Source: an optimization exercise on an open RTL-to-GDS flow (aim: small area, a short achievable clock period and few clock cycles per item). Production flows keep margins and buffers that such runs may drop.
Only simulation tests tie the RTL to the original design; equivalence was not proved.

== v6 ==
// fe_mul51_core
module fe_mul51_core (
    input  wire         clk,
    input  wire         rst_n,
    input  wire         start,
    input  wire [319:0] a,
    input  wire [319:0] b,
    output reg          ready,
    output wire [319:0] out
);
Size: ~22000 cells after synthesis.
Settings: LEC_CHECK=0, CAP_MARGIN=20, CORE_MARGIN=2, CORE_UTILIZATION=55, CTS_CLUSTER_DIAMETER=100, CTS_CLUSTER_SIZE=20, PLACE_DENSITY=0.65, SLEW_MARGIN=20, SYNTH_HIERARCHICAL=1, SYNTH_MINIMUM_KEEP_SIZE=0; clock period 21.0 ns.
standard.sh (not shown) runs the stock make flow with config.mk's settings and CLKGATE_MAP_FILE= SYNTH_SCRIPT=/design/flow/synth_recipe.tcl, a recipe that flattens the netlist after the stock synthesis.
==> flow/flow/run.sh <==
#!/bin/bash
# Own flow: the standard layout (standard.sh: same synthesis, same SDC and
# clock period, same steps), with three optimisation settings changed:
#  - repair_timing keeps a setup slack margin of 15.5 ns, so that it optimises
#    towards a shorter period than the constraint;
#  - the port buffers that the flow inserts on every input and output are
#    sky130_fd_sc_hd__buf_2 instead of the delay cell buffer_ports picks by default;
#  - MATCH_CELL_FOOTPRINT=0 lets the resizer change a cell's size freely.
# Tool output goes to standard.log here and to ORFS's logs under orfs/logs.
set -euo pipefail
export SETUP_SLACK_MARGIN=15.5
export BUFFER_PORTS_ARGS="-buffer_cell sky130_fd_sc_hd__buf_2"
bash standard.sh MATCH_CELL_FOOTPRINT=0 finish > standard.log 2>&1
Testbench counts of v6, summed over its fixed seeds: cycles 9,600, ops 960.
diff inputs: v6 => v7
==> flow/flow/run.sh <==
#!/bin/bash
# Own flow: the standard layout (standard.sh: same synthesis, same SDC and
# clock period, same steps), with three optimisation settings changed:
#  - repair_timing keeps a setup slack margin of 15.5 ns, so that it optimises
#    towards a shorter period than the constraint;
#  - the port buffers that the flow inserts on every input and output are
#    sky130_fd_sc_hd__buf_1 instead of the delay cell buffer_ports picks by default;
#  - MATCH_CELL_FOOTPRINT=0 lets the resizer change a cell's size freely.
# Tool output goes to standard.log here and to ORFS's logs under orfs/logs.
set -euo pipefail
export SETUP_SLACK_MARGIN=15.5
export BUFFER_PORTS_ARGS="-buffer_cell sky130_fd_sc_hd__buf_1"
bash standard.sh MATCH_CELL_FOOTPRINT=0 finish > standard.log 2>&1
### Flow results
Compared v7 vs v6, and growth of design area from synthesis to finish is down in v7. Hold slack of v6 is on par with v7. Between v7 and v6, the difference in final-stage net count is negligible.

---

Starting RTL as in the previous note.
==> flow/config.mk <==
export PLATFORM = sky130hd
export DESIGN_NAME = fe_mul51_core
export DESIGN_NICKNAME = fe_mul51_core
export VERILOG_FILES = /design/flow/design.v
export SDC_FILE = /design/flow/constraint.sdc
export NUM_CORES = 8
export LEC_CHECK = 0
export CAP_MARGIN = 20
export CORE_MARGIN = 2
export CORE_UTILIZATION = 55
export PLACE_DENSITY = 0.65
export SLEW_MARGIN = 20
export SYNTH_HIERARCHICAL = 1
export SYNTH_MINIMUM_KEEP_SIZE = 0
==> flow/constraint.sdc <==
create_clock -name core_clock -period 21.0 [get_ports {clk}]
set_input_delay 4.2000 -clock core_clock [delete_from_list [all_inputs] [get_ports {clk}]]
set_output_delay 4.2000 -clock core_clock [all_outputs]
set_load 0.01 [all_outputs]
==> flow/flow/run.sh <==
#!/bin/bash
# Own flow: the standard layout (standard.sh: same synthesis, same SDC and
# clock period, same steps), with three optimisation settings changed:
#  - repair_timing keeps a setup slack margin of 15.5 ns, so that it optimises
#    towards a shorter period than the constraint;
#  - the port buffers that the flow inserts on every input and output are
#    sky130_fd_sc_hd__buf_2 instead of the delay cell buffer_ports picks by default;
#  - MATCH_CELL_FOOTPRINT=0 lets the resizer change a cell's size freely.
# Tool output goes to standard.log here and to ORFS's logs under orfs/logs.
set -euo pipefail
export SETUP_SLACK_MARGIN=15.5
export BUFFER_PORTS_ARGS="-buffer_cell sky130_fd_sc_hd__buf_2"
bash standard.sh MATCH_CELL_FOOTPRINT=0 finish > standard.log 2>&1
The baseline produced a clean layout.
Testbench counts at the start, summed over its fixed seeds: cycles 9,600, ops 960.
Then changed:
--- a/flow/flow/run.sh
+++ b/flow/flow/run.sh
@@ -3,3 +3,3 @@
 # clock period, same steps), with three optimisation settings changed:
-#  - repair_timing keeps a setup slack margin of 15.5 ns, so that it optimises
+#  - repair_timing keeps a setup slack margin of 15.25 ns, so that it optimises
 #    towards a shorter period than the constraint;
@@ -10,3 +10,3 @@
 set -euo pipefail
-export SETUP_SLACK_MARGIN=15.5
+export SETUP_SLACK_MARGIN=15.25
 export BUFFER_PORTS_ARGS="-buffer_cell sky130_fd_sc_hd__buf_2"
After rerunning: The new run finished with timing, DRC and antenna clean. Global-route usage is higher by 0.44 points. Final cell count is lower by 0.42%. Flip-flop and latch count does not change. Worst hold slack got worse by 0.062 ns. Non-clock buffer count is lower by 154. Final area is lower by 2.3%. Register-to-register slack got worse by 0.18 ns.

afterwards: timing with drivers on the ports:
In the flow no input, the clock included, has a driving cell. The finished layouts below were timed again as built, in two steps. Step 1 assumes that a clkbuf_16 drives the clock port and a buf_2 every other input. Step 2 also shifts input and output timing later by t, the mid clock arrival at the registers, as if the neighbouring blocks saw the same clock. Three values: no drivers, after step 1, after step 2; two values: the first two.
run	t, ns	setup slack, ns	worst setup path after step 2	pins driven straight from the clock port
v6	1.116	15.147 / 15.007 / 14.512	input to register	1
v7	1.127	15.129 / 14.997 / 14.636	input to register	1
the first run of note 2	1.110	15.193 / 15.053 / 14.420	input to register	1
the second run of note 2	1.115	15.126 / 15.048 / 14.436	input to register	1
After both steps setup and hold are still met in every run listed. The setup slack of the first run of note 2, which loses most, moves by -0.140 ns with the drivers and by -0.773 ns with both steps.
